What follows belongs to an exercise in optimizing a design on an open flow for small area, a short achievable clock period and few clock cycles per item; a production flow would make more cautious choices.
RTL that was checked went through simulation tests only; none was proved equivalent to the original.
Only the layout flow was run in runs 1 to 4; the RTL was not checked for function there.
Power is estimated from default activity; no workload was simulated.

===== flow/design.v =====
module SME(clk,reset,chardata,isstring,ispattern,valid,match,match_index);
integer i;
input clk;
input reset;
input [7:0] chardata;
input isstring;
input ispattern;
output reg match;
output reg [4:0] match_index;
output reg valid;
reg  [6:0]  s [0:31];
reg  [31:0] v;
reg  [31:0] D;
reg  [4:0]  q;
reg  [1:0]  Xh;       
reg  [2:0]  Xl;       
reg  [3:0]  Hgt;      
reg  [3:0]  Heq;      
reg  [7:0]  Lge;      
reg         isstring_R, ispattern_R, pwc;
wire [6:0] c         = chardata[6:0];
wire       newstring = isstring & ~isstring_R;
wire       isdot     = (c == 7'h2E);
wire       isdollar  = (c == 7'h24);
wire       iscaret   = (c == 7'h5E);
wire       init      = ~ispattern_R | pwc;    
wire       pstart    = ispattern & ~ispattern_R;
wire [4:0] xa = q;
wire [4:0] xb = q - 5'd1;
function [15:0] xtab;    
	input [4:0] x;
	integer k;
	begin
		for (k = 0; k < 4; k = k + 1) begin
			xtab[k] = (k > x[4:3]);
			xtab[4 + k] = (k == x[4:3]);
		end
		for (k = 0; k < 8; k = k + 1) begin
			xtab[8 + k] = (k >= x[2:0]);
		end
	end
endfunction
wire [15:0] tab_a = xtab(xa), tab_b = xtab(xb);
wire [31:0] first, sp, M, Dn, G;
genvar g;
generate
for (g = 0; g < 32; g = g + 1) begin : pos
	localparam integer N = (g + 1) % 32;
	assign first[g] = (q == (g + 31) % 32);
	assign sp[g]    = ~s[g][6] & ~|s[g][4:0];
	assign M[g]     = v[g] & (isdot | (s[g] == c));
	assign G[g]     = Hgt[g / 8] | (Heq[g / 8] & Lge[g % 8]);
	assign Dn[g]    = isdollar ? (D[g] & (~v[N] | sp[N] | first[N]))
	                           : (M[N] & (init ? (~pwc | first[N] | sp[g]) : (D[g] & ~first[N])));
end
endgenerate
wire [31:0] hi = D & G;
function [5:0] pe32;    
	input [31:0] x;
	reg [15:0] a1; reg [15:0] i1;           
	reg [7:0]  a2; reg [15:0] i2;           
	reg [3:0]  a3; reg [11:0] i3;           
	reg [1:0]  a4; reg [7:0]  i4;
	integer k;
	begin
		for (k = 0; k < 16; k = k + 1) begin
			a1[k] = x[2*k] | x[2*k+1];
			i1[k] = ~x[2*k];
		end
		for (k = 0; k < 8; k = k + 1) begin
			a2[k] = a1[2*k] | a1[2*k+1];
			i2[2*k +: 2] = a1[2*k] ? {1'b0, i1[2*k]} : {1'b1, i1[2*k+1]};
		end
		for (k = 0; k < 4; k = k + 1) begin
			a3[k] = a2[2*k] | a2[2*k+1];
			i3[3*k +: 3] = a2[2*k] ? {1'b0, i2[4*k +: 2]} : {1'b1, i2[4*k+2 +: 2]};
		end
		for (k = 0; k < 2; k = k + 1) begin
			a4[k] = a3[2*k] | a3[2*k+1];
			i4[4*k +: 4] = a3[2*k] ? {1'b0, i3[6*k +: 3]} : {1'b1, i3[6*k+3 +: 3]};
		end
		pe32 = {a4[0] | a4[1], a4[0] ? {1'b0, i4[3:0]} : {1'b1, i4[7:4]}};
	end
endfunction
wire [5:0] pH = pe32(hi);
wire [5:0] pA = pe32(D);
wire [4:0] J  = pH[5] ? pH[4:0] : pA[4:0];
reg  [23:0] LT;       
always @* for (i = 0; i < 8; i = i + 1) LT[3*i +: 3] = i - Xl;
wire [2:0] lo = LT[3*J[2:0] +: 3];
wire       br = ~Lge[J[2:0]];
wire [1:0] h0 = J[4:3] - Xh;
wire [1:0] h1 = J[4:3] - Xh - 2'd1;
always @(posedge clk) begin
	for (i = 0; i < 31; i = i + 1)
		s[i] <= s[i+1];
	s[31] <= isstring ? c : s[0];
	v <= {isstring | v[0], v[31:1] & {31{~newstring}}};
	q <= newstring ? 5'd30 : q - 5'd1;
	if (pstart) begin
		Xh <= iscaret ? xb[4:3] : xa[4:3];
		Xl <= iscaret ? xb[2:0] : xa[2:0];
		{Lge, Heq, Hgt} <= iscaret ? tab_b : tab_a;
	end
	pwc <= ispattern & iscaret;
	isstring_R <= isstring;
	ispattern_R <= ispattern;
	D <= Dn;
	match <= pA[5];
	match_index <= {br ? h1 : h0, lo};
	valid <= ~reset & ispattern_R & ~ispattern;
end
endmodule

===== flow/run.sh =====
#!/bin/bash
# synth_recipe.tcl (not shown) runs the flow's synth.tcl, then flattens the netlist and writes it again
# the make line also repeats each setting of config.mk as NAME=value (left out here)
make -C /OpenROAD-flow-scripts/flow DESIGN_CONFIG=/design/flow/config.mk WORK_HOME=/design/flow/orfs CLKGATE_MAP_FILE= SYNTH_SCRIPT=/design/flow/synth_recipe.tcl finish

===== flow/config.mk =====
export PLATFORM = sky130hd
export DESIGN_NAME = SME
export DESIGN_NICKNAME = SME
export VERILOG_FILES = /design/flow/design.v
export SDC_FILE = /design/flow/constraint.sdc
export NUM_CORES = 4
export LEC_CHECK = 0
export CAP_MARGIN = 20
export CORE_MARGIN = 2
export CORE_UTILIZATION = 40
export CTS_BUF_LIST = sky130_fd_sc_hd__clkbuf_4 sky130_fd_sc_hd__clkbuf_8
export SETUP_SLACK_MARGIN = 4.6
export SLEW_MARGIN = 20

===== flow/constraint.sdc =====
create_clock -name core_clock -period 7.0 [get_ports {clk}]
set_input_delay 1.4000 -clock core_clock [delete_from_list [all_inputs] [get_ports {clk}]]
set_output_delay 1.4000 -clock core_clock [all_outputs]
set_load 0.01 [all_outputs]

==> notes.md, run 1 <==
per-cell routed wire length 21.4 um; Tightest Pin Transition 1.01 ns; Max-Cap Viols 0; DIE AREA 34100 sq um; total routed wirelength 39900 um; Die X 185 um; switching share of power 27.1%; worst rel slew slack 32.3%; top_reg_cell synth dfxtp_1; later-pin clock latency in the skew report 0.62 ns; vias in the first global route 10400; Starting Density 40.3%; # setup viols final 0; DRT Pass-1 Iters 5; DRC Markers 0; I/O Buffers 17; Routed met2 length 18300 um; Setup CP Type reg -> reg; nets@finish 1404; setup_tns 0 ns; synthesized flop and latch total 321; vias per cell 5.62; Root Driver clkbuf_8; RSZ-0062 raised after global routing true; H-tree Lvls 2; P_leak 5.85 nW; initial antenna violation count 0; GR Overflow Total 0; status timing/DRC/antenna clean; critical-path cell list or4_4 -> or4_4 -> or4_4 -> a211o_1 -> a211oi_2 -> nor2_2 -> o211a_1 -> a221oi_2 -> xnor2_1; register share of total power 46.6%; Worst Skew 0.0297 ns; Die H 185 um; Fillers 2997; Met1 Wirelength 17900 um; Crit path required time 7.54 ns; Combinational Power Share 12.6%; Synth top area share 46.5%; final hold violations 0; CTS tree done; Initial DRC Count 797; DR top layer met4; clock network power share 40.9%; CP endpoint kind register; antenna diode count 0; Mapped Area 13100 sq um; Crit path top cell by count or4_4; Arrival @ worst endpoint 3.70 ns; clock tree buffer depth 3; # IOs 19; Yosys cell types 62; Max Slew Vio Count 0; Synth area leaders dfxtp_1 (46%), xnor2_1 (9.4%), xor2_1 (6.6%), nand3_1 (4.6%), edfxtp_1 (4.1%); Fmax 0.317 GHz; GPL Wtd Cong 0.847; yosys warns 2; Area growth, synth to finish 22.0%; crit path launch type register; Async SR Flop Fraction 0%; Switch Pwr 0.00124 W; sequential share of the synthesized area 50.6%; post-route ant nets 0; power per cell area 286 nW/um^2; Post-synth EDFFs 18; peak supply drop 0.000152 V; P_int 0.00333 W; post-layout min period 3.16 ns; Hold/Removal Path Class reg -> reg; Tot GR Track Use 23.7%; Synth Area per Inst 9.79 sq um; most area-hungry cell type in the Yosys netlist dfxtp_1; routed wl met3 2260 um; DR vias 10500; Core Area 32400 sq um; Num CTS Buffers 52; Tcrit/Tclk final 45.1%; slowest cell delay on critical path 0.53 ns; Worst path slowest cell or4_4; CTS Sinks 321; Post-Synthesis Cells 1334; worst-path fanout max 2; first-pass GRT wire length 61500 um; num rows 66; DPL Wire Length 21600 um; pin count of the biggest net entering global routing 34; Clk pin slew, worst setup/hold paths 0.07 ns; share of layout cells above drive strength 1 18.5%; final hold slack 0.348 ns; final total power 0.00456 W
-- flip-flops by register name, indices dropped and copies added, names as in the netlist, 3 cells and up --
register / cells
match_index: 5
Heq: 4
D: 32
s: 224
Xl: 3
q: 5
v: 32
Lge: 7
-- critical path, delay by kind of cell (launching register included) --
family                    cells  cell delay, ns
AOI/OAI and AO/OA             4            1.12
DFF                           1            0.34
and+or+nand+nor               4            1.47
xor gates and xnor gates      1            0.15
-- worst paths after layout --
kind                                from             end  slack, ns  depth (start not counted)
worst min-delay path            s[19][5]        s[18][5]       0.35                          0
worst max register to register     D[19]  match_index[4]       3.84                          9
worst min register to register  s[19][5]        s[18][5]       0.35                          0
worst max-delay path               D[19]  match_index[4]       3.84                          9
-- stage by stage --
stage | utilization [%] | worst slack, ns | cells | cell area [sq um]
2_1_floorplan | - | 3.93 | 1334 | 13400
3_3_place_gp | 42.7 | 2.91 | 1729 | 13800
6_report | 49.2 | 3.84 | 1866 | 15900
5_1_grt | 49.2 | 3.74 | 1866 | 15900
3_5_place_dp | 42.7 | 2.90 | 1729 | 13800
4_1_cts | 48.7 | 3.82 | 1861 | 15800
-- Yosys cell counts, types with 2 or more instances --
library cell,instances
dfxtp_1,303
xnor2_1,140
nand3_1,119
xor2_1,98
nand2_1,78
clkbuf_1,70
nor4_1,70
nor2_1,58
o21ai_0,54
a21oi_1,45
and2_1,35
nand4_1,35
o2111ai_1,35
edfxtp_1,18
inv_1,16
a22oi_1,15
a21o_1,13
nor2b_1,11
ha_1,8
nor3_1,8
mux2_2,7
nand2b_1,7
o31ai_1,7
a22o_1,6
o22ai_1,6
a31oi_1,5
or4_1,5
a221oi_1,4
a32o_1,4
buf_1,4
or2_2,4
or3_1,4
o21a_1,3
a211oi_1,2
a21bo_2,2
a21boi_0,2
a2bb2oi_1,2
a31o_2,2
and3_1,2
mux2i_1,2
nand4b_1,2
o21bai_1,2
or4_4,2
-- routing by layer --
| metal | global-route usage (%) | vias to the layer above |
|---|---|---|
| li1 | - | 4879 |
| met1 | 31.5 | 5168 |
| met2 | 38.4 | 361 |
| met3 | 3.91 | 86 |
| met4 | 9.49 | 0 |
| met5 | 0 | - |
-- repair_timing --
| action | 4_1_cts | 5_1_grt |
|---|---|---|
| gates cloned | 12 | 0 |
| pin swaps | 21 | 19 |
| endpoints found under the setup margin | 111 | 55 |
| buffers inserted | 26 | 5 |
| gates resized for setup | 92 | 31 |
| hold buffers | 0 | 0 |
-- area by class of cell --
cell class	instances	area (sq um)	area share [%]
clock buffers	81	1010	6.37
multi-input cells	925	6570	41.3
repair buffers	68	920	5.77
well taps	442	553	3.47
clock inverters	13	195	1.22
inverters	16	60.1	0.377
flip-flops and latches	321	6620	41.5
-- cells in the final DEF, fill, tap and decap left out, types with 7 or more instances in the layout --
cell type and count:
buf_12 10, and2_1 35, nor4_1 65, clkbuf_8 65, a21oi_1 44, o21ai_1 35
a22oi_1 13, buf_6 10, nand4_1 35, bufbuf_16 9, o2111ai_2 34, xnor2_1 138
or4_4 7, mux2_2 7, dfxtp_1 298, clkbuf_4 16, edfxtp_1 18, nand2_1 76
buf_4 26, a21o_1 13, o21ai_0 18, xor2_1 98, nor2b_1 9, ha_1 8
nand3_1 119, nor2_1 52, inv_1 16
-- power by group through the flow --
stage | logic, W | clock network (W) | registers [W]
finish | 0.000572 | 0.00186 | 0.00213
global route | 0.000617 | 0.00197 | 0.00214
CTS | 0.000549 | 0.00188 | 0.00212
detailed placement | 0.000489 | 0 | 0.00215
global placement | 0.000481 | 0 | 0.00216
floorplan | 0.000397 | 0 | 0.00209
-- cells by family (layout without fill, tap and decap cells) --
family | count (synthesis) | in the layout | synth area share, %
AO/OA/AOI/OAI | 221 | 221 | 11.5
AND/OR/NAND/NOR | 446 | 449 | 17.8
XOR/XNOR | 238 | 238 | 16.0
adder cells (fa/ha/maj) | 8 | 8 | 0.767
buffers and inverters | 91 | 178 | 2.67
multiplexers | 9 | 9 | 0.757
flip-flops | 321 | 321 | 50.6
==> inputs of run 2 (changes only) <==
--- a/flow/config.mk
+++ b/flow/config.mk
@@ -11,3 +11,4 @@
 export CTS_BUF_LIST = sky130_fd_sc_hd__clkbuf_4 sky130_fd_sc_hd__clkbuf_8
 export SETUP_SLACK_MARGIN = 4.6
 export SLEW_MARGIN = 20
+export TNS_END_PERCENT = 30
==> run 2 against run 1 <==
Net effect: worst setup slack got worse by 0.055 ns; sequential cell count did not move; critical path depth is the same; critical endpoint unchanged.
==> notes.md, run 2 <==
Hold/Removal Path Class reg -> reg (unchanged); nets@finish 1415 (was 1404); synthesized flop and latch total 321 (unchanged); Post-Synthesis Cells 1334 (unchanged); Synth top area share 46.5% (unchanged); yosys warns 2 (unchanged); crit path launch type register (unchanged); num rows 66 (unchanged); post-route ant nets 0 (unchanged); Max Slew Vio Count 0 (unchanged); Clk pin slew, worst setup/hold paths 0.06 ns (was 0.07 ns); status timing/DRC/antenna clean (unchanged); pin count of the biggest net entering global routing 37 (was 34); Num CTS Buffers 51 (was 52); Largest register FFs 224 (unchanged); total routed wirelength 38300 um (was 39900 um); Fmax 0.311 GHz (was 0.317 GHz); worst rel slew slack 24.6% (was 32.3%); GR Overflow Total 0 (unchanged); commonest non-fill, non-tap cell in the layout dfxtp_1 (unchanged); Tot GR Track Use 22.1% (was 23.7%); # IOs 19 (unchanged); most numerous cell in the Yosys netlist dfxtp_1 (unchanged); multi-input combinational cell area 6660 sq um (was 6570 sq um); Area growth, synth to finish 23.5% (was 22.0%); setup_tns 0 ns (unchanged); worst-path fanout max 2 (unchanged); Crit path required time 7.47 ns (was 7.54 ns); Post-synth EDFFs 18 (unchanged); worst path bufs/invs 0 (unchanged); GPL Wtd Cong 0.792 (was 0.847); Arrival @ worst endpoint 3.68 ns (was 3.70 ns); vias in the first global route 10200 (was 10400); Tightest Pin Transition 1.13 ns (was 1.01 ns); hold_buf cts 0 (unchanged); vias per cell 5.50 (was 5.62); Max-Cap Viols 0 (unchanged); PnR worst setup slack 3.79 ns (was 3.84 ns); Starting Density 40.3% (unchanged); DRC Markers 0 (unchanged); most flop-heavy register s (unchanged); Worst Skew 0.0295 ns (was 0.0297 ns); most frequent cells in the layout dfxtp_1 (299), xnor2_1 (139), nand3_1 (119) (was dfxtp_1 (298), xnor2_1 (138), nand3_1 (119)); slowest cell delay on critical path 0.54 ns (was 0.53 ns); sequential share of the synthesized area 50.6% (unchanged); power per cell area 269 nW/um^2 (was 286 nW/um^2); Tcrit/Tclk final 45.9% (was 45.1%); CP endpoint kind register (unchanged); Synth area leaders dfxtp_1 (46%), xnor2_1 (9.4%), xor2_1 (6.6%), nand3_1 (4.6%), edfxtp_1 (4.1%) (unchanged); DP Area 13700 sq um (was 13800 sq um); Root Driver clkbuf_8 (unchanged); Synth Area per Inst 9.79 sq um (unchanged); Seq. cell area 6620 sq um (about the same); share of layout cells above drive strength 1 18.0% (was 18.5%); first-pass GRT wire length 58100 um (was 61500 um); Die X 185 um (unchanged); Fillers 2920 (was 2997); Crit path top cell by count or4_4 (unchanged); per-cell routed wire length 20.4 um (was 21.4 um); Mapped Area 13100 sq um (unchanged); final hold violations 0 (unchanged); CTS Sinks 321 (unchanged); post-route cell area 16100 sq um (was 15900 sq um); Worst path slowest cell or4_4 (unchanged); DRT Pass-1 Iters 5 (unchanged); initial antenna violation count 0 (unchanged); clock tree buffer depth 3 (unchanged); Die H 185 um (unchanged); post-layout min period 3.21 ns (was 3.16 ns); antenna diode count 0 (unchanged); critical-path cell list or4_4 -> or4_4 -> or4_4 -> a211o_4 -> a211o_4 -> nand2_4 -> o2111ai_4 -> a221oi_2 -> xnor2_1 (was or4_4 -> or4_4 -> or4_4 -> a211o_1 -> a211oi_2 -> nor2_2 -> o211a_1 -> a221oi_2 -> xnor2_1); Commonest cells post-synth dfxtp_1 (303), xnor2_1 (140), nand3_1 (119) (unchanged); final total power 0.00434 W (was 0.00456 W); Initial DRC Count 721 (was 797); I/O Buffers 17 (unchanged); most area-hungry cell type in the Yosys netlist dfxtp_1 (unchanged); RSZ-0062 raised after global routing true (unchanged); DR vias 10300 (was 10500); CTS tree done (unchanged); biggest regs s (224), D (32), v (32) (unchanged); dpl ws 3.02 ns (was 2.90 ns); # setup viols final 0 (unchanged); DPL Wire Length 22000 um (was 21600 um); H-tree Lvls 2 (unchanged); Core Area 32400 sq um (unchanged); Setup CP Type reg -> reg (unchanged); P_leak 5.89 nW (was 5.85 nW); later-pin clock latency in the skew report 0.60 ns (was 0.62 ns); Yosys cell types 62 (unchanged); top_reg_cell synth dfxtp_1 (unchanged); DIE AREA 34100 sq um (unchanged); Top delay family on crit path simple AND/OR/NAND/NOR gates (unchanged); Async SR Flop Fraction 0% (unchanged); peak supply drop 0.000146 V (was 0.000152 V)
==> run 2: logic make-up after synthesis <==
kind of cell,Yosys count,share of synthesized area [%]
buffers and inverters,91,2.67
multiplexers,9,0.757
XOR/XNOR,238,16.0
flip-flops,321,50.6
AND/OR/NAND/NOR,446,17.8
adder cells (fa/ha/maj),8,0.767
AO/OA/AOI/OAI,221,11.5
==> run 2: final timing paths <==
path / slack, ns / to / start / cells past startpoint
hold reg to reg: 0.35 / s[2][5] / s[3][5] / 0
setup / recovery: 3.79 / match_index[4] / D[19] / 9
setup reg to reg: 3.79 / match_index[4] / D[19] / 9
hold / removal: 0.35 / s[2][5] / s[3][5] / 0
==> run 2: worst reg2reg max path, cell delays in order (launching register included) <==
cell and delay [ns]:
dfxtp_4 0.36, or4_4 0.54, or4_4 0.43, or4_4 0.44, a211o_4 0.37, a211o_4 0.36
nand2_4 0.09, o2111ai_4 0.12, a221oi_2 0.29, xnor2_1 0.10
==> run 2: per-layer routing <==
metal | GRT usage [%] | part of all wire (%)
met1 | 29.0 | 44
met3 | 4.45 | 6.0
met2 | 36.3 | 47
met5 | 0 | 0
met4 | 7.11 | 2.8
==> run 2: repair_timing <==
action,in CTS,in global routing
buffers inserted,34,5
gates cloned,11,2
setup endpoints to repair,63,56
pin swaps,33,20
gates resized for setup,89,73
==> run 2: cell type report <==
class / count / share of cell area, %
Clock buffer: 77 / 5.84
Timing Repair Buffer: 82 / 7.19
Tap cell: 442 / 3.43
Inverter: 16 / 0.372
Multi-Input combinational cell: 923 / 41.3
Clock inverter: 12 / 0.823
Sequential cell: 321 / 41.0
==> run 2: power by group <==
| group | leakage (nW) | internal [W] | switching, W | total [W] |
|---|---|---|---|---|
| clock | 0.572 | 0.000936 | 0.000733 | 0.00167 |
| sequential | 2.69 | 0.00198 | 0.000151 | 0.00213 |
| combinational | 2.64 | 0.000234 | 0.000311 | 0.000545 |
| total | 5.89 | 0.00315 | 0.00120 | 0.00434 |
==> run 2: stage by stage <==
step | cells | hold WS, ns | utilization, %
4_1_cts | 1866 | 0.357 | 48.8
2_1_floorplan | 1334 | 0.349 | -
5_1_grt | 1873 | 0.364 | 49.8
6_report | 1873 | 0.354 | 49.8
3_5_place_dp | 1732 | 0.355 | 42.4
3_3_place_gp | 1732 | 0.354 | 42.4
==> inputs of run 3 (changes only) <==
--- a/flow/config.mk
+++ b/flow/config.mk
@@ -7,8 +7,9 @@
 export LEC_CHECK = 0
 export CAP_MARGIN = 20
 export CORE_MARGIN = 2
-export CORE_UTILIZATION = 40
+export CORE_UTILIZATION = 55
 export CTS_BUF_LIST = sky130_fd_sc_hd__clkbuf_4 sky130_fd_sc_hd__clkbuf_8
+export PLACE_DENSITY = 0.75
 export SETUP_SLACK_MARGIN = 4.6
 export SLEW_MARGIN = 20
-export TNS_END_PERCENT = 30
+export TNS_END_PERCENT = 5
==> run 3 against run 2 <==
Net effect: still clean; power up 1.5%; clock power rose by 4%; cell area decreased by 5.2%; critical path depth unchanged; global-route usage grew 4.5 points; critical path type unchanged; largest power group unchanged.
==> notes.md, run 3 <==
Crit path top cell by count or4_4 (unchanged); Worst path slowest cell or4_4 (unchanged); share of layout cells above drive strength 1 14.4% (was 18.0%); slowest cell delay on critical path 0.53 ns (was 0.54 ns); vias in the first global route 9985 (was 10200); Fillers 1843 (was 2920); Num CTS Buffers 50 (was 51); peak supply drop 0.000133 V (was 0.000146 V); P_leak 5.72 nW (was 5.89 nW); Fmax 0.310 GHz (was 0.311 GHz); Async SR Flop Fraction 0% (unchanged); DPL Wire Length 20600 um (was 22000 um); most numerous cell in the Yosys netlist dfxtp_1 (unchanged); power per cell area 288 nW/um^2 (was 269 nW/um^2); most area-hungry cell type in the Yosys netlist dfxtp_1 (unchanged); Worst Skew 0.0143 ns (was 0.0295 ns); CP endpoint kind register (unchanged); most flop-heavy register s (unchanged); later-pin clock latency in the skew report 0.57 ns (was 0.60 ns); setup_tns 0 ns (unchanged); final hold violations 0 (unchanged); nets@finish 1416 (was 1415); GR Overflow Total 0 (unchanged); met2 Use GR 41.8% (was 36.3%); Clk pin slew, worst setup/hold paths 0.06 ns (about the same); DIE AREA 25000 sq um (was 34100 sq um); Post-Synthesis Cells 1334 (unchanged); pin count of the biggest net entering global routing 37 (unchanged); Die H 158 um (was 185 um); Commonest cells post-synth dfxtp_1 (303), xnor2_1 (140), nand3_1 (119) (unchanged); Die X 158 um (was 185 um); sequential share of the synthesized area 50.6% (unchanged); vias per cell 6.00 (was 5.50); yosys warns 2 (unchanged); Area growth, synth to finish 17.0% (was 23.5%); per-cell routed wire length 20.5 um (was 20.4 um); Tightest Pin Transition 1.04 ns (was 1.13 ns); CTS tree done (unchanged); Arrival @ worst endpoint 3.69 ns (was 3.68 ns); CTS Sinks 321 (unchanged); biggest regs s (224), D (32), v (32) (unchanged); total routed wirelength 36000 um (was 38300 um); critical-path cell list or4_4 -> or4_4 -> or4_4 -> a211o_1 -> a211oi_2 -> nor2_2 -> o211a_1 -> a221oi_2 -> xnor2_1 (was or4_4 -> or4_4 -> or4_4 -> a211o_4 -> a211o_4 -> nand2_4 -> o2111ai_4 -> a221oi_2 -> xnor2_1); Crit path required time 7.47 ns (about the same); post-synthesis mux area share 0.757% (unchanged); GPL Wtd Cong 0.911 (was 0.792); DRC Markers 0 (unchanged); Initial DRC Count 948 (was 721); Tcrit/Tclk final 46.0% (was 45.9%); post-synthesis adder-cell area fraction 0.767% (unchanged); hold_buf cts 0 (unchanged); Hold Path Stages 0 (unchanged); # IOs 19 (unchanged); XOR/XNOR Fraction of Synth Area 16.0% (unchanged); DRT Pass-1 Iters 5 (unchanged); Largest register FFs 224 (unchanged); Top delay family on crit path simple AND/OR/NAND/NOR gates (unchanged); Mapped Area 13100 sq um (unchanged); Starting Density 55.8% (was 40.3%); H-tree Lvls 2 (unchanged); largest family of logic cells by synthesized area simple AND/OR/NAND/NOR gates (unchanged); Tot GR Track Use 26.5% (was 22.1%); Root Driver clkbuf_8 (unchanged); synthesized flop and latch total 321 (unchanged); Setup CP Type reg -> reg (unchanged); met1 Usage GRT 35.5% (was 29.0%); worst-path fanout max 2 (unchanged); # setup viols final 0 (unchanged); WHS Endpoint s[20][5] (was s[2][5]); post-layout min period 3.22 ns (was 3.21 ns); RR Startpoint D[19] (unchanged); r2r endpoint match_index[4] (unchanged); worst rel slew slack 30.7% (was 24.6%); worst min-delay path startpoint s[21][5] (was s[3][5]); first-pass GRT wire length 52200 um (was 58100 um); Core Area 23400 sq um (was 32400 sq um); DR vias 10500 (was 10300); GR Util met3 5.31% (was 4.45%); worst path bufs/invs 0 (unchanged); status timing/DRC/antenna clean (unchanged); top_reg_cell synth dfxtp_1 (unchanged); most frequent cells in the layout dfxtp_1 (299), xnor2_1 (140), nand3_1 (119) (was dfxtp_1 (299), xnor2_1 (139), nand3_1 (119)); Synth top area share 46.5% (unchanged); clock tree buffer depth 3 (unchanged); Max-Cap Viols 0 (unchanged); commonest non-fill, non-tap cell in the layout dfxtp_1 (unchanged); RSZ-0062 raised after global routing true (unchanged); Post-synth EDFFs 18 (unchanged); Synth Area per Inst 9.79 sq um (unchanged); initial antenna violation count 1 (was 0); Max Slew Vio Count 0 (unchanged); num rows 56 (was 66); Yosys cell types 62 (unchanged); Worst R2R Path Depth 9 (unchanged); Synth area leaders dfxtp_1 (46%), xnor2_1 (9.4%), xor2_1 (6.6%), nand3_1 (4.6%), edfxtp_1 (4.1%) (unchanged); post-route ant nets 0 (unchanged); Simple-Gate Fraction of Synth Area 17.8% (unchanged); Hold/Removal Path Class reg -> reg (unchanged); Synth Area in Compound Gates 11.5% (unchanged); GRT busiest layer met2 (unchanged); reg-to-reg slack, setup 3.78 ns (was 3.79 ns); final total power 0.00441 W (was 0.00434 W); I/O Buffers 17 (unchanged); crit path launch type register (unchanged)
==> run 3: cell counts after synthesis <==
No cell type changed its count.
==> run 3: what timing repair did <==
action	4_1_cts	5_1_grt
pin swaps	11	5
setup endpoints to repair	62	63
gates cloned	0	7
resized for setup	9	43
buffers inserted	6	39
==> run 3: through the flow <==
stage          worst slack, ns  util [%]  instance area [sq um]  cells  hold slack [ns]
2_1_floorplan             3.93         -                  13200   1334            0.349
3_3_place_gp              3.31      57.5                  13500   1611            0.354
3_5_place_dp              3.24      57.5                  13500   1611            0.354
4_1_cts                   3.80      62.7                  14700   1709            0.362
5_1_grt                   3.74      65.3                  15300   1755            0.365
6_report                  3.78      65.3                  15300   1756            0.362
==> run 3: worst max-delay path by stage <==
stage / startpoint / end / slack, ns / cells past startpoint
after floorplan: D[19] / match_index[4] / 3.93 / 9
after global placement: chardata[3] / Hgt[3] / 3.31 / 6
after detailed placement: chardata[3] / Hgt[3] / 3.24 / 6
after CTS: D[19] / match_index[4] / 3.80 / 9
after global routing: D[19] / match_index[2] / 3.74 / 11
final: D[19] / match_index[4] / 3.78 / 9
==> run 3: cell type report <==
type	instances	area, sq um	area share [%]
flip-flops and latches	321	6620	43.3
multi-input cells	922	6210	40.6
inverters	16	60.1	0.393
clock inverters	15	153	0.999
well taps	319	399	2.61
diodes	1	2.50	0.0164
repair buffers	85	862	5.64
clock buffers	77	978	6.40
==> run 3: power breakdown <==
group	switching (W)	internal [W]	leakage [nW]	total, W
logic	0.000324	0.000227	2.44	0.000551
clock network	0.000737	0.00100	0.599	0.00174
registers	0.000138	0.00198	2.69	0.00212
total	0.00120	0.00321	5.72	0.00441
==> run 3: kinds of logic after synthesis <==
kind of cell / count (synthesis)
simple gates: 446
flops: 321
xor+xnor: 238
compound gates: 221
buf+inv: 91
mux: 9
fa+ha+maj: 8
==> run 3: per-layer routing <==
metal	up-vias	part of all wire, %
li1	4901	-
met1	5035	43
met2	513	45
met3	91	8.4
met4	0	3.3
met5	-	0
==> run 3: worst register-to-register path, delay by kind of cell (launching register included) <==
kind                      cells  cell delay, ns
AOI/OAI and AO/OA             4            1.10
xor gates and xnor gates      1            0.19
DFF                           1            0.35
and+or+nand+nor               4            1.48
==> inputs of run 4 (changes only) <==
--- a/flow/design.v
+++ b/flow/design.v
@@ -24,9 +24,6 @@
 wire       isdollar  = (c == 7'h24);
 wire       iscaret   = (c == 7'h5E);
 wire       init      = ~ispattern_R | pwc;    
-wire       pstart    = ispattern & ~ispattern_R;
-wire [4:0] xa = q;
-wire [4:0] xb = q - 5'd1;
 function [15:0] xtab;    
 	input [4:0] x;
 	integer k;
@@ -40,7 +37,6 @@
 		end
 	end
 endfunction
-wire [15:0] tab_a = xtab(xa), tab_b = xtab(xb);
 wire [31:0] first, sp, M, Dn, G;
 genvar g;
 generate
@@ -55,6 +51,7 @@
 end
 endgenerate
 wire [31:0] hi = D & G;
+wire [31:0] wr = D & ~G;    
 function [5:0] pe32;    
 	input [31:0] x;
 	reg [15:0] a1; reg [15:0] i1;           
@@ -83,7 +80,7 @@
 	end
 endfunction
 wire [5:0] pH = pe32(hi);
-wire [5:0] pA = pe32(D);
+wire [5:0] pA = pe32(wr);    
 wire [4:0] J  = pH[5] ? pH[4:0] : pA[4:0];
 reg  [23:0] LT;       
 always @* for (i = 0; i < 8; i = i + 1) LT[3*i +: 3] = i - Xl;
@@ -97,16 +94,16 @@
 	s[31] <= isstring ? c : s[0];
 	v <= {isstring | v[0], v[31:1] & {31{~newstring}}};
 	q <= newstring ? 5'd30 : q - 5'd1;
-	if (pstart) begin
-		Xh <= iscaret ? xb[4:3] : xa[4:3];
-		Xl <= iscaret ? xb[2:0] : xa[2:0];
-		{Lge, Heq, Hgt} <= iscaret ? tab_b : tab_a;
+	if (init) begin
+		Xh <= q[4:3];
+		Xl <= q[2:0];
+		{Lge, Heq, Hgt} <= xtab(q);
 	end
 	pwc <= ispattern & iscaret;
 	isstring_R <= isstring;
 	ispattern_R <= ispattern;
 	D <= Dn;
-	match <= pA[5];
+	match <= pH[5] | pA[5];
 	match_index <= {br ? h1 : h0, lo};
 	valid <= ~reset & ispattern_R & ~ispattern;
 end
--- a/flow/config.mk
+++ b/flow/config.mk
@@ -7,9 +7,8 @@
 export LEC_CHECK = 0
 export CAP_MARGIN = 20
 export CORE_MARGIN = 2
-export CORE_UTILIZATION = 55
+export CORE_UTILIZATION = 40
 export CTS_BUF_LIST = sky130_fd_sc_hd__clkbuf_4 sky130_fd_sc_hd__clkbuf_8
-export PLACE_DENSITY = 0.75
 export SETUP_SLACK_MARGIN = 4.6
 export SLEW_MARGIN = 20
 export TNS_END_PERCENT = 5
==> run 4 against run 3 <==
Net effect: die area grew 41%; sequential power is essentially flat; fmax grew 7.3%; cell area grew 4.1%; via count grew 0.33%; critical path type unchanged; largest cell class is now multi-input combinational cells; highest routed layer unchanged.
==> notes.md, run 4 <==
status timing/DRC/antenna clean (unchanged); Yosys cell types 86 (was 62); P_leak 5.82 nW (was 5.72 nW); Tightest Pin Transition 0.921 ns (was 1.04 ns); Synth Area per Inst 9.77 sq um (was 9.79 sq um); Area growth, synth to finish 17.9% (was 17.0%); DIE AREA 35200 sq um (was 25000 sq um); RR Startpoint Lge[4] (was D[19]); num rows 67 (was 56); GRT busiest layer met2 (unchanged); Clk pin slew, worst setup/hold paths 0.07 ns (was 0.06 ns); met2 Use GR 31.1% (was 41.8%); placed cells 1777 (was 1611); most frequent cells in the layout dfxtp_1 (300), xnor2_1 (134), nand3_1 (117) (was dfxtp_1 (299), xnor2_1 (140), nand3_1 (119)); antenna diode count 0 (was 1); GPL Wtd Cong 0.865 (was 0.911); power per cell area 293 nW/um^2 (was 288 nW/um^2); Synth area leaders dfxtp_1 (45%), xnor2_1 (8.7%), xor2_1 (6.5%), nand3_1 (4.4%), edfxtp_1 (4.0%) (was dfxtp_1 (46%), xnor2_1 (9.4%), xor2_1 (6.6%), nand3_1 (4.6%), edfxtp_1 (4.1%)); per-cell routed wire length 18.1 um (was 20.5 um); post-route ant nets 0 (unchanged); Num CTS Buffers 53 (was 50); CTS Sinks 321 (unchanged); Root Driver clkbuf_8 (unchanged); Die H 188 um (was 158 um); Initial DRC Count 754 (was 948); Commonest cells post-synth dfxtp_1 (303), xnor2_1 (134), nand3_1 (118) (was dfxtp_1 (303), xnor2_1 (140), nand3_1 (119)); Max Slew Vio Count 0 (unchanged); Mapped Area 13500 sq um (was 13100 sq um); hold_buf cts 0 (unchanged); Synth top area share 45.0% (was 46.5%); DR vias 10600 (was 10500); Final Non-Filler Cells 1934 (was 1756); Post-synth EDFFs 18 (unchanged); Async SR Flop Fraction 0% (unchanged); later-pin clock latency in the skew report 0.58 ns (was 0.57 ns); Tcrit/Tclk final 42.9% (was 46.0%); r2r endpoint match_index[4] (unchanged); Worst R2R Path Depth 10 (was 9); Post-Synthesis Cells 1381 (was 1334); Setup CP Type reg -> reg (unchanged); most flop-heavy register s (unchanged); synthesized flop and latch total 321 (unchanged); final hold violations 0 (unchanged); total routed wirelength 35000 um (was 36000 um); PnR worst setup slack 4.00 ns (was 3.78 ns); CTS tree done (unchanged); switching share of power 26.8% (was 27.2%); dpl ws 3.35 ns (was 3.24 ns); Seq. cell area 6620 sq um (about the same); GR Util met3 3.16% (was 5.31%); Combinational Power Share 12.8% (was 12.5%); first-pass GRT wire length 56600 um (was 52200 um); pin count of the biggest net entering global routing 51 (was 37); Worst path slowest cell or4_4 (unchanged); Worst Skew 0.0134 ns (was 0.0143 ns); register share of total power 45.6% (was 48.0%); setup_tns 0 ns (unchanged); I/O Buffers 17 (unchanged); worst rel slew slack 38.4% (was 30.7%); Hold/Removal Path Class reg -> reg (unchanged); top_reg_cell synth dfxtp_1 (unchanged); yosys warns 2 (unchanged); Fmax 0.333 GHz (was 0.310 GHz); clock network power share 41.6% (was 39.5%); sequential share of the synthesized area 49.0% (was 50.6%); most area-hungry cell type in the Yosys netlist dfxtp_1 (unchanged); initial antenna violation count 0 (was 1); Tot GR Track Use 19.7% (was 26.5%); crit path launch type register (unchanged); Largest register FFs 224 (unchanged); # IOs 19 (unchanged); post-layout min period 3.00 ns (was 3.22 ns); DRC Markers 0 (unchanged); Fillers 3162 (was 1843); Die X 188 um (was 158 um); worst min-delay path startpoint s[28][5] (was s[21][5]); Hold Path Stages 0 (unchanged); H-tree Lvls 2 (unchanged); Crit path required time 7.51 ns (was 7.47 ns); nets@finish 1461 (was 1416); DRT Pass-1 Iters 5 (unchanged); Top delay family on crit path compound AO/OA/AOI/OAI gates (was simple AND/OR/NAND/NOR gates); clock tree buffer depth 3 (unchanged); # setup viols final 0 (unchanged); CP endpoint kind register (unchanged); Max-Cap Viols 0 (unchanged); Core Area 33400 sq um (was 23400 sq um); multi-input combinational cell area 6670 sq um (was 6210 sq um); Starting Density 40.4% (was 55.8%); worst-path fanout max 7 (was 2); slowest cell delay on critical path 0.47 ns (was 0.53 ns); RSZ-0062 raised after global routing true (unchanged); share of layout cells above drive strength 1 17.0% (was 14.4%); met1 Usage GRT 27.0% (was 35.5%); worst path bufs/invs 1 (was 0); commonest non-fill, non-tap cell in the layout dfxtp_1 (unchanged); GR Overflow Total 0 (unchanged); most numerous cell in the Yosys netlist dfxtp_1 (unchanged); DPL Wire Length 21600 um (was 20600 um); biggest regs s (224), D (32), v (32) (unchanged); Switch Pwr 0.00125 W (was 0.00120 W); reg-to-reg slack, setup 4.00 ns (was 3.78 ns); WHS Endpoint s[27][5] (was s[20][5]); Crit path top cell by count a22o_1 (was or4_4); peak supply drop 0.000197 V (was 0.000133 V); Arrival @ worst endpoint 3.51 ns (was 3.69 ns); vias in the first global route 10800 (was 9985); P_int 0.00342 W (was 0.00321 W); vias per cell 5.47 (was 6.00); critical-path cell list buf_6 -> a22o_1 -> a22o_1 -> or4_4 -> nor4b_4 -> o31a_1 -> a211o_2 -> a211oi_4 -> o41ai_2 -> xnor2_1 (was or4_4 -> or4_4 -> or4_4 -> a211o_1 -> a211oi_2 -> nor2_2 -> o211a_1 -> a221oi_2 -> xnor2_1)
-- run 4: changes by cell type in the layout (fill, tap and decap cells not counted), sizes merged, moves of 6 or more --
cell    previous run  this run
buf               68        77
a21o              13         4
a21oi             45        59
o21ai             55        62
a22oi             15         8
nand2             78        84
a32oi              0         7
o31ai              7         1
nand2b             7        15
inv               16        23
xnor2            140       134
a21bo              2         8
-- run 4: final cells by class --
class                   instances  share of cell area [%]
clock buffers                  82                    6.78
clock inverters                18                    1.42
inverters                      21                   0.496
multi-input cells             957                    42.0
flip-flops and latches        321                    41.6
well taps                     448                    3.52
repair buffers                 87                    4.22
-- run 4: power groups by stage --
stage               combinational, W  sequential [W]  clock (W)
CTS                         0.000564         0.00213    0.00198
global placement            0.000421         0.00223          0
detailed placement          0.000429         0.00223          0
floorplan                   0.000392         0.00212          0
global route                0.000652         0.00215    0.00206
finish                      0.000598         0.00213    0.00194
-- run 4: cells by family (layout without fill, tap and decap cells) --
kind of cell	after synthesis	after routing	synth area share, %
AO/OA/AOI/OAI	258	258	13.5
XOR/XNOR	234	234	15.2
flip-flops	321	321	49.0
multiplexers	9	9	0.733
buffers and inverters	103	208	3.25
adder cells (fa/ha/maj)	8	8	0.742
AND/OR/NAND/NOR	448	448	17.7
-- run 4: what timing repair did --
action                                  in CTS  in global routing
endpoints found under the hold margin        0                  0
pin swaps                                   17                 12
buffers inserted                            51                  6
gates resized for setup                     23                 21
endpoints found under the setup margin      45                 44
-- run 4: stage by stage --
step           power, W  hold WS [ns]  utilization [%]  instance area, sq um
2_1_floorplan   0.00251         0.349                -                 13500
3_3_place_gp    0.00265         0.352             41.8                 14000
3_5_place_dp    0.00266         0.357             41.8                 14000
4_1_cts         0.00467         0.355             47.2                 15800
5_1_grt         0.00486         0.360             47.7                 15900
6_report        0.00467         0.356             47.7                 15900
-- run 4: metal layers --
| layer | vias up | share of wire, % |
|---|---|---|
| li1 | 5075 | - |
| met1 | 5091 | 48 |
| met2 | 316 | 44 |
| met3 | 93 | 5.1 |
| met4 | 0 | 3.0 |
| met5 | - | 0 |
-- run 4: worst max-delay path by stage --
stage | startpoint | end | slack (ns) | cells after the start
after floorplan | D[0] | match_index[4] | 4.19 | 9
after global placement | Hgt[1] | match_index[4] | 3.45 | 9
after detailed placement | Hgt[1] | match_index[4] | 3.35 | 9
after CTS | Lge[6] | match_index[4] | 4.06 | 10
after global routing | Lge[4] | match_index[4] | 3.88 | 10
final | Lge[4] | match_index[4] | 4.00 | 10
==> inputs of run 5 (changes only) <==
--- a/flow/design.v
+++ b/flow/design.v
@@ -51,7 +51,6 @@
 end
 endgenerate
 wire [31:0] hi = D & G;
-wire [31:0] wr = D & ~G;    
 function [5:0] pe32;    
 	input [31:0] x;
 	reg [15:0] a1; reg [15:0] i1;           
@@ -80,7 +79,7 @@
 	end
 endfunction
 wire [5:0] pH = pe32(hi);
-wire [5:0] pA = pe32(wr);    
+wire [5:0] pA = pe32(D);
 wire [4:0] J  = pH[5] ? pH[4:0] : pA[4:0];
 reg  [23:0] LT;       
 always @* for (i = 0; i < 8; i = i + 1) LT[3*i +: 3] = i - Xl;
@@ -103,7 +102,7 @@
 	isstring_R <= isstring;
 	ispattern_R <= ispattern;
 	D <= Dn;
-	match <= pH[5] | pA[5];
+	match <= pA[5];
 	match_index <= {br ? h1 : h0, lo};
 	valid <= ~reset & ispattern_R & ~ispattern;
 end
==> run 5 against run 4 <==
Net effect: combinational power fell by 16%; clock skew rose by 0.016 ns; via count fell by 8.4%; utilization fell by 0.94 points; cell area fell by 7.0%; non-clock buffer count fell by 28; routed wire length fell by 6.0%; sequential share of layout area rose by 3.1 points; worst setup slack got worse by 0.072 ns; first-iteration DRC count fell by 22%; power fell by 5.1%; die area fell by 4.4%.
==> notes.md, run 5 <==
CTS Sinks 321 (unchanged); final hold slack 0.358 ns (was 0.356 ns); first-pass GRT wire length 52800 um (was 56600 um); Max Slew Vio Count 0 (unchanged); Tcrit/Tclk final 43.9% (was 42.9%); Hold/Removal Path Class reg -> reg (unchanged); Area growth, synth to finish 14.7% (was 17.9%); status timing/DRC/antenna clean (unchanged); switching share of power 26.9% (was 26.8%); Largest register FFs 224 (unchanged); Routed met2 length 14500 um (was 15400 um); synthesized flop and latch total 321 (unchanged); Die X 184 um (was 188 um); Tot GR Track Use 19.7% (about the same); Num CTS Buffers 52 (was 53); Die H 184 um (was 188 um); nets@finish 1344 (was 1461); I/O Buffers 17 (unchanged); DIE AREA 33700 sq um (was 35200 sq um); Core Area 31600 sq um (was 33400 sq um); placed cells 1644 (was 1777); power per cell area 300 nW/um^2 (was 293 nW/um^2); Top delay family on crit path compound AO/OA/AOI/OAI gates (unchanged); DPL Wire Length 21000 um (was 21600 um); share of layout cells above drive strength 1 13.6% (was 17.0%); DR vias 9690 (was 10600); register share of total power 48.5% (was 45.6%); CP endpoint kind register (unchanged); num rows 65 (was 67); Initial DRC Count 587 (was 754); Starting Density 40.7% (was 40.4%); per-cell routed wire length 18.6 um (was 18.1 um); total routed wirelength 32900 um (was 35000 um); post-route cell area 14800 sq um (was 15900 sq um); worst path bufs/invs 0 (was 1); Met1 Wirelength 15900 um (was 16800 um); Synth top area share 47.1% (was 45.0%); Mapped Area 12900 sq um (was 13500 sq um); commonest non-fill, non-tap cell in the layout dfxtp_1 (unchanged); H-tree Lvls 2 (unchanged); most numerous cell in the Yosys netlist dfxtp_1 (unchanged); Post-synth EDFFs 18 (unchanged); worst rel slew slack 38.0% (was 38.4%); post-route ant nets 0 (unchanged); antenna diode count 0 (unchanged); biggest regs s (224), D (32), v (32) (unchanged); Commonest cells post-synth dfxtp_1 (303), xnor2_1 (137), nand3_1 (114) (was dfxtp_1 (303), xnor2_1 (134), nand3_1 (118)); # setup viols final 0 (unchanged); worst min-delay path startpoint s[19][5] (was s[28][5]); clock network power share 40.2% (was 41.6%); GR Overflow Total 0 (unchanged); PnR worst setup slack 3.92 ns (was 4.00 ns); # IOs 19 (unchanged); later-pin clock latency in the skew report 0.58 ns (about the same); DP Area 13300 sq um (was 14000 sq um); RSZ-0062 raised after global routing true (unchanged); Setup CP Type reg -> reg (unchanged); Synth area leaders dfxtp_1 (47%), xnor2_1 (9.3%), xor2_1 (6.6%), nand3_1 (4.4%), edfxtp_1 (4.2%) (was dfxtp_1 (45%), xnor2_1 (8.7%), xor2_1 (6.5%), nand3_1 (4.4%), edfxtp_1 (4.0%)); slowest cell delay on critical path 0.77 ns (was 0.47 ns); DRC Markers 0 (unchanged); Worst Skew 0.0298 ns (was 0.0134 ns); most frequent cells in the layout dfxtp_1 (303), xnor2_1 (137), nand3_1 (114) (was dfxtp_1 (300), xnor2_1 (134), nand3_1 (117)); DRT Pass-1 Iters 5 (unchanged); initial antenna violation count 0 (unchanged); Synth Area per Inst 10.0 sq um (was 9.77 sq um); vias per cell 5.49 (was 5.47); Crit path required time 7.48 ns (was 7.51 ns); sequential share of the synthesized area 51.2% (was 49.0%); Tightest Pin Transition 0.915 ns (was 0.921 ns); vias in the first global route 9662 (was 10800); yosys warns 2 (unchanged); Yosys cell types 74 (was 86); RR Startpoint D[20] (was Lge[4]); Async SR Flop Fraction 0% (unchanged); Clk pin slew, worst setup/hold paths 0.08 ns (was 0.07 ns); Fmax 0.325 GHz (was 0.333 GHz); setup_tns 0 ns (unchanged); peak supply drop 0.000143 V (was 0.000197 V); routed wl met3 1690 um (was 1800 um); most flop-heavy register s (unchanged); GPL Wtd Cong 0.895 (was 0.865); dpl ws 3.50 ns (was 3.35 ns); P_leak 5.41 nW (was 5.82 nW); P_int 0.00324 W (was 0.00342 W); critical-path cell list or4_1 -> o21ai_0 -> a31oi_1 -> o31ai_1 -> a21oi_1 -> o311ai_1 -> a2111oi_4 -> a211oi_2 -> xnor2_1 (was buf_6 -> a22o_1 -> a22o_1 -> or4_4 -> nor4b_4 -> o31a_1 -> a211o_2 -> a211oi_4 -> o41ai_2 -> xnor2_1); worst-path fanout max 6 (was 7); Combinational Power Share 11.3% (was 12.8%); clock tree buffer depth 3 (unchanged); post-layout min period 3.08 ns (was 3.00 ns); crit path launch type register (unchanged); Switch Pwr 0.00119 W (was 0.00125 W); Max-Cap Viols 0 (unchanged); Crit. Startpoint D[20] (was Lge[4]); DR top layer met4 (unchanged); Worst path slowest cell o311ai_1 (was or4_4); Arrival @ worst endpoint 3.55 ns (was 3.51 ns); Root Driver clkbuf_8 (unchanged); most area-hungry cell type in the Yosys netlist dfxtp_1 (unchanged); CTS tree done (unchanged); final hold violations 0 (unchanged); pin count of the biggest net entering global routing 51 (unchanged); Post-Synthesis Cells 1283 (was 1381); top_reg_cell synth dfxtp_1 (unchanged); Final Non-Filler Cells 1766 (was 1934)
==> run 5: cell count changes in the layout (fill, tap and decap cells not counted), sizes merged, moves of 7 or more <==
cell    change
nand2      -19
clkbuf      -9
a21bo       -7
buf        -28
a21oi      -10
nand2b     -10
==> run 5: layout make-up <==
| class | count | area (sq um) |
|---|---|---|
| clock buffers | 73 | 911 |
| clock inverters | 21 | 239 |
| fillers | 2940 | 16900 |
| inverters | 19 | 71.3 |
| multi-input cells | 871 | 6000 |
| flip-flops and latches | 321 | 6610 |
| well taps | 402 | 503 |
| repair buffers | 59 | 454 |
==> run 5: path summary, 6_finish.rpt <==
path / endpoint / slack, ns / depth (start not counted)
worst min register to register: s[18][5] / 0.36 / 0
worst max-delay path: match_index[4] / 3.92 / 9
worst min-delay path: s[18][5] / 0.36 / 0
worst max register to register: match_index[4] / 3.92 / 9
==> run 5: timing repair <==
action / 4_1_cts / 5_1_grt
endpoints found under the hold margin: 0 / 0
endpoints found under the setup margin: 44 / 46
pin swaps: 8 / 5
hold buffers: 0 / 0
gates resized for setup: 10 / 6
setup buffers: 26 / 2
==> run 5: power groups by stage <==
stage	combinational, W	sequential, W	clock (W)
6_report	0.000500	0.00215	0.00178
5_1_grt	0.000541	0.00216	0.00189
4_1_cts	0.000495	0.00214	0.00181
3_5_place_dp	0.000435	0.00220	0
3_3_place_gp	0.000428	0.00219	0
2_1_floorplan	0.000362	0.00212	0
==> run 5: layer usage <==
layer	track usage (%)	vias to the layer above
li1	-	4654
met1	27.4	4679
met2	30.9	289
met3	3.57	68
met4	6.56	0
met5	0	-
==> run 5: cells by family (layout without fill, tap and decap cells) <==
| kind of cell | count (synthesis) | after routing | share of synthesized area [%] |
|---|---|---|---|
| multiplexers | 9 | 9 | 0.864 |
| AO/OA/AOI/OAI | 210 | 210 | 11.1 |
| flip-flops | 321 | 321 | 51.2 |
| XOR/XNOR | 234 | 234 | 15.9 |
| AND/OR/NAND/NOR | 410 | 410 | 17.0 |
| adder cells (fa/ha/maj) | 8 | 8 | 0.777 |
| buffers and inverters | 91 | 172 | 3.10 |
==> run 5: stage by stage <==
step	utilization, %	power [W]
floorplan	-	0.00248
global placement	42.1	0.00262
detailed placement	42.1	0.00263
CTS	46.6	0.00445
global route	46.7	0.00460
finish	46.7	0.00443
Testbench counts of run 5, summed over its fixed seeds: cycles 12,684, queries 1,536.
==> inputs of run 6 (changes only) <==
--- a/flow/design.v
+++ b/flow/design.v
@@ -37,7 +37,7 @@
 		end
 	end
 endfunction
-wire [31:0] first, sp, M, Dn, G;
+wire [31:0] first, sp, M, Dn;
 genvar g;
 generate
 for (g = 0; g < 32; g = g + 1) begin : pos
@@ -45,12 +45,51 @@
 	assign first[g] = (q == (g + 31) % 32);
 	assign sp[g]    = ~s[g][6] & ~|s[g][4:0];
 	assign M[g]     = v[g] & (isdot | (s[g] == c));
-	assign G[g]     = Hgt[g / 8] | (Heq[g / 8] & Lge[g % 8]);
 	assign Dn[g]    = isdollar ? (D[g] & (~v[N] | sp[N] | first[N]))
 	                           : (M[N] & (init ? (~pwc | first[N] | sp[g]) : (D[g] & ~first[N])));
 end
 endgenerate
-wire [31:0] hi = D & G;
+wire       match_n;
+wire [4:0] index_n;
+SME_result result (.D(D), .Hgt(Hgt), .Heq(Heq), .Lge(Lge), .Xh(Xh), .Xl(Xl),
+                   .match(match_n), .index(index_n));
+always @(posedge clk) begin
+	for (i = 0; i < 31; i = i + 1)
+		s[i] <= s[i+1];
+	s[31] <= isstring ? c : s[0];
+	v <= {isstring | v[0], v[31:1] & {31{~newstring}}};
+	q <= newstring ? 5'd30 : q - 5'd1;
+	if (init) begin
+		Xh <= q[4:3];
+		Xl <= q[2:0];
+		{Lge, Heq, Hgt} <= xtab(q);
+	end
+	pwc <= ispattern & iscaret;
+	isstring_R <= isstring;
+	ispattern_R <= ispattern;
+	D <= Dn;
+	match <= match_n;
+	match_index <= index_n;
+	valid <= ~reset & ispattern_R & ~ispattern;
+end
+endmodule
+module SME_result(D, Hgt, Heq, Lge, Xh, Xl, match, index);
+input  [31:0] D;
+input  [3:0]  Hgt;
+input  [3:0]  Heq;
+input  [7:0]  Lge;
+input  [1:0]  Xh;
+input  [2:0]  Xl;
+output        match;
+output [4:0]  index;
+wire [31:0] G, hi;
+genvar g;
+generate
+for (g = 0; g < 32; g = g + 1) begin : pos
+	assign G[g] = Hgt[g / 8] | (Heq[g / 8] & Lge[g % 8]);
+end
+endgenerate
+assign hi = D & G;
 function [5:0] pe32;    
 	input [31:0] x;
 	reg [15:0] a1; reg [15:0] i1;           
@@ -82,28 +121,12 @@
 wire [5:0] pA = pe32(D);
 wire [4:0] J  = pH[5] ? pH[4:0] : pA[4:0];
 reg  [23:0] LT;       
+integer i;
 always @* for (i = 0; i < 8; i = i + 1) LT[3*i +: 3] = i - Xl;
 wire [2:0] lo = LT[3*J[2:0] +: 3];
 wire       br = ~Lge[J[2:0]];
 wire [1:0] h0 = J[4:3] - Xh;
 wire [1:0] h1 = J[4:3] - Xh - 2'd1;
-always @(posedge clk) begin
-	for (i = 0; i < 31; i = i + 1)
-		s[i] <= s[i+1];
-	s[31] <= isstring ? c : s[0];
-	v <= {isstring | v[0], v[31:1] & {31{~newstring}}};
-	q <= newstring ? 5'd30 : q - 5'd1;
-	if (init) begin
-		Xh <= q[4:3];
-		Xl <= q[2:0];
-		{Lge, Heq, Hgt} <= xtab(q);
-	end
-	pwc <= ispattern & iscaret;
-	isstring_R <= isstring;
-	ispattern_R <= ispattern;
-	D <= Dn;
-	match <= pA[5];
-	match_index <= {br ? h1 : h0, lo};
-	valid <= ~reset & ispattern_R & ~ispattern;
-end
+assign match = pA[5];
+assign index = {br ? h1 : h0, lo};
 endmodule
--- a/flow/config.mk
+++ b/flow/config.mk
@@ -11,4 +11,6 @@
 export CTS_BUF_LIST = sky130_fd_sc_hd__clkbuf_4 sky130_fd_sc_hd__clkbuf_8
 export SETUP_SLACK_MARGIN = 4.6
 export SLEW_MARGIN = 20
+export SYNTH_HIERARCHICAL = 1
+export SYNTH_MINIMUM_KEEP_SIZE = 0
 export TNS_END_PERCENT = 5
==> run 6 against run 5 <==
Net effect: still clean on timing, DRC and antenna; via count grew 2.9%; synthesized area increased by 2.1%; clock power shrank 3%; sequential power increased by 2%; global-route usage up 1.7 points; register-to-register slack better by 0.11 ns; fmax increased by 3.8%; synthesized cell count shrank 2.8%; critical path depth stayed put; critical endpoint unchanged.
==> notes.md, run 6 <==
synthesized flop and latch total 321 (unchanged); crit path launch type register (unchanged); Synth area leaders dfxtp_1 (46%), xor2_1 (8.7%), xnor2_1 (6.8%), edfxtp_1 (4.1%), a41oi_1 (2.1%) (was dfxtp_1 (47%), xnor2_1 (9.3%), xor2_1 (6.6%), nand3_1 (4.4%), edfxtp_1 (4.2%)); Die X 185 um (was 184 um); nets@finish 1331 (was 1344); RR Startpoint Heq[2] (was D[20]); biggest regs s (224), D (32), v (32) (unchanged); Layout Utilization 47.6% (was 46.7%); Tightest Pin Transition 0.900 ns (was 0.915 ns); critical-path cell list a21o_1 -> a22oi_2 -> nand2_2 -> or4_4 -> nor3_2 -> o31a_1 -> mux4_2 -> o22ai_2 -> xnor2_1 (was or4_1 -> o21ai_0 -> a31oi_1 -> o31ai_1 -> a21oi_1 -> o311ai_1 -> a2111oi_4 -> a211oi_2 -> xnor2_1); Post-Synthesis Cells 1247 (was 1283); most area-hungry cell type in the Yosys netlist dfxtp_1 (unchanged); Starting Density 40.5% (was 40.7%); Arrival @ worst endpoint 3.47 ns (was 3.55 ns); Area growth, synth to finish 17.4% (was 14.7%); vias per cell 5.56 (was 5.49); pin count of the biggest net entering global routing 51 (unchanged); power per cell area 288 nW/um^2 (was 300 nW/um^2); Synth top area share 46.1% (was 47.1%); I/O Buffers 17 (unchanged); DP Area 13600 sq um (was 13300 sq um); Root Driver clkbuf_8 (unchanged); first-pass GRT wire length 56900 um (was 52800 um); GPL Wtd Cong 0.857 (was 0.895); final total power 0.00445 W (was 0.00443 W); yosys warns 9 (was 2); Setup CP Type reg -> reg (unchanged); peak supply drop 0.000229 V (was 0.000143 V); DRC Markers 0 (unchanged); Initial DRC Count 765 (was 587); GR Overflow Total 0 (unchanged); clock tree buffer depth 3 (unchanged); worst rel slew slack 40.0% (was 38.0%); worst min-delay path startpoint s[4][5] (was s[19][5]); r2r endpoint match_index[4] (unchanged); Core Area 32500 sq um (was 31600 sq um); setup_tns 0 ns (unchanged); Tot GR Track Use 21.4% (was 19.7%); Worst R2R Path Depth 9 (unchanged); most numerous cell in the Yosys netlist dfxtp_1 (unchanged); status timing/DRC/antenna clean (unchanged); sequential share of the synthesized area 50.2% (was 51.2%); total routed wirelength 36400 um (was 32900 um); Post-synth EDFFs 18 (unchanged); CTS Sinks 321 (unchanged); Crit path required time 7.51 ns (was 7.48 ns); Worst Skew 0.0312 ns (was 0.0298 ns); DRT Pass-1 Iters 5 (unchanged); reg-to-reg slack, setup 4.04 ns (was 3.92 ns); post-layout min period 2.96 ns (was 3.08 ns); WHS Endpoint s[3][5] (was s[18][5]); Max Slew Vio Count 0 (unchanged); Mapped Area 13200 sq um (was 12900 sq um); Hold/Removal Path Class reg -> reg (unchanged); num rows 66 (was 65); hold_buf cts 0 (unchanged); final hold violations 0 (unchanged); Commonest cells post-synth dfxtp_1 (303), xor2_1 (131), xnor2_1 (102) (was dfxtp_1 (303), xnor2_1 (137), nand3_1 (114)); initial antenna violation count 0 (unchanged); # setup viols final 0 (unchanged); worst-path fanout max 8 (was 6); CP endpoint kind register (unchanged); commonest non-fill, non-tap cell in the layout dfxtp_1 (unchanged); H-tree Lvls 2 (unchanged); Tcrit/Tclk final 42.3% (was 43.9%); DR vias 9973 (was 9690); share of layout cells above drive strength 1 16.8% (was 13.6%); most flop-heavy register s (unchanged); DPL Wire Length 21000 um (about the same); Worst path slowest cell mux4_2 (was o311ai_1); Num CTS Buffers 53 (was 52); Yosys cell types 74 (unchanged); DIE AREA 34400 sq um (was 33700 sq um); Hold Path Stages 0 (unchanged); Fmax 0.337 GHz (was 0.325 GHz); Synth Area per Inst 10.6 sq um (was 10.0 sq um); slowest cell delay on critical path 0.57 ns (was 0.77 ns); Clk pin slew, worst setup/hold paths 0.06 ns (was 0.08 ns); placed cells 1652 (was 1644); vias in the first global route 10100 (was 9662); P_leak 5.84 nW (was 5.41 nW); antenna diode count 0 (unchanged); Largest register FFs 224 (unchanged); RSZ-0062 raised after global routing true (unchanged); Top delay family on crit path compound AO/OA/AOI/OAI gates (unchanged); worst path bufs/invs 0 (unchanged); Async SR Flop Fraction 0% (unchanged); post-route ant nets 0 (unchanged); # IOs 19 (unchanged); top_reg_cell synth dfxtp_1 (unchanged); later-pin clock latency in the skew report 0.60 ns (was 0.58 ns); Die H 185 um (was 184 um); Max-Cap Viols 0 (unchanged); Final Non-Filler Cells 1794 (was 1766); per-cell routed wire length 20.3 um (was 18.6 um); post-route cell area 15400 sq um (was 14800 sq um); CTS tree done (unchanged); most frequent cells in the layout dfxtp_1 (299), xor2_1 (131), xnor2_1 (102) (was dfxtp_1 (303), xnor2_1 (137), nand3_1 (114))
run 6: cell types whose count changed in the layout (fill, tap and decap cells not counted), moves of 32 or more:
cell,before,now
nand3_1,114,25
o21ai_0,56,16
xnor2_1,137,102
xor2_1,97,131
a41oi_1,0,32
o2111ai_1,32,0
run 6: worst max-delay path by stage:
stage          depth (start not counted)        endpoint         from
6_report                               9  match_index[4]       Heq[2]
5_1_grt                                9  match_index[4]       Heq[2]
4_1_cts                                9  match_index[3]       Heq[2]
3_5_place_dp                           7           D[17]  chardata[5]
3_3_place_gp                           7           D[24]  chardata[5]
2_1_floorplan                          7           D[11]  chardata[6]
run 6: metrics by stage:
stage               hold WS [ns]  setup slack, ns
CTS                        0.361             4.06
finish                     0.355             4.04
global route               0.361             3.92
global placement           0.355             2.88
detailed placement         0.357             2.84
floorplan                  0.350             4.07
run 6: cell type report:
cell class                 instances  area (sq um)
inverter                          24          90.1
clock inverter                     7          60.1
sequential                       321          6610
multi-input combinational        836          6300
fill                            2995         17000
tap                              442           553
timing repair buffer              74           742
clock buffer                      90          1090
run 6: per-module statistics from Yosys (local to each module, per instance):
module,flops+latches,copies in the design,cells,area (sq um)
SME_result,0,1,210,1380
SME,321,1,1037,11800
run 6: what timing repair did:
item | in CTS | in global routing
endpoints found under the setup margin | 44 | 44
setup buffers | 36 | 4
cloned | 5 | 0
pin swaps | 25 | 5
gates resized for setup | 53 | 10
run 6: logic make-up (layout without fill, tap and decap cells):
family / count (synthesis) / count (layout) / synth area share [%]
adder cells (fa/ha/maj): 9 / 9 / 0.856
flip-flops: 321 / 321 / 50.2
buffers and inverters: 96 / 195 / 3.24
AO/OA/AOI/OAI: 267 / 267 / 15.1
AND/OR/NAND/NOR: 307 / 309 / 13.9
other: 2 / 6 / 0.0571
multiplexers: 12 / 12 / 1.17
XOR/XNOR: 233 / 233 / 15.5
run 6: report_power, final:
part	internal, W	switching [W]
Clock	0.000985	0.000747
Sequential	0.00200	0.000204
Combinational	0.000245	0.000273
Total	0.00323	0.00122
run 6: per-layer routing:
layer	vias up	GRT usage, %	routed length (um)
li1	4690	-	-
met1	4886	28.9	17100
met4	0	8.51	1130
met5	-	0	0
met2	312	34.5	16400
met3	85	2.89	1720
Testbench counts of run 6, summed over its fixed seeds: cycles 12,684, queries 1,536.

port drivers added, routing unchanged:
Ports are ideal in the flow. The routed layouts listed here were re-timed in OpenROAD. Step 1: set_driving_cell puts a clkbuf_16 on clk and a buf_2 on each other input, an assumption about the parent block. Step 2 moves the port delays by t, midway between the first and last clock arrival at a register: inputs arrive t later, outputs are due t later. That takes back most of the time a late clock gives input paths. Slacks: ideal / step 1 / step 2; pairs: ideal / step 1.
run | t (ns) | slack for setup (ns) | latest minus earliest clock arrival (ns)
run 1 | 0.650 | 3.841 / 3.841 / 3.841 | 0.034 / 0.034
run 2 | 0.633 | 3.785 / 3.785 / 3.705 | 0.034 / 0.035
run 3 | 0.601 | 3.777 / 3.777 / 3.492 | 0.018 / 0.018
run 4 | 0.621 | 3.996 / 3.996 / 3.626 | 0.016 / 0.017
run 5 | 0.610 | 3.924 / 3.924 / 3.561 | 0.031 / 0.032
run 6 | 0.637 | 4.037 / 4.037 / 3.671 | 0.035 / 0.035
After both steps every run listed still meets setup and hold. For run 4, which loses most, drivers alone change the setup slack by 0.000 ns; drivers and shift together by -0.370 ns.
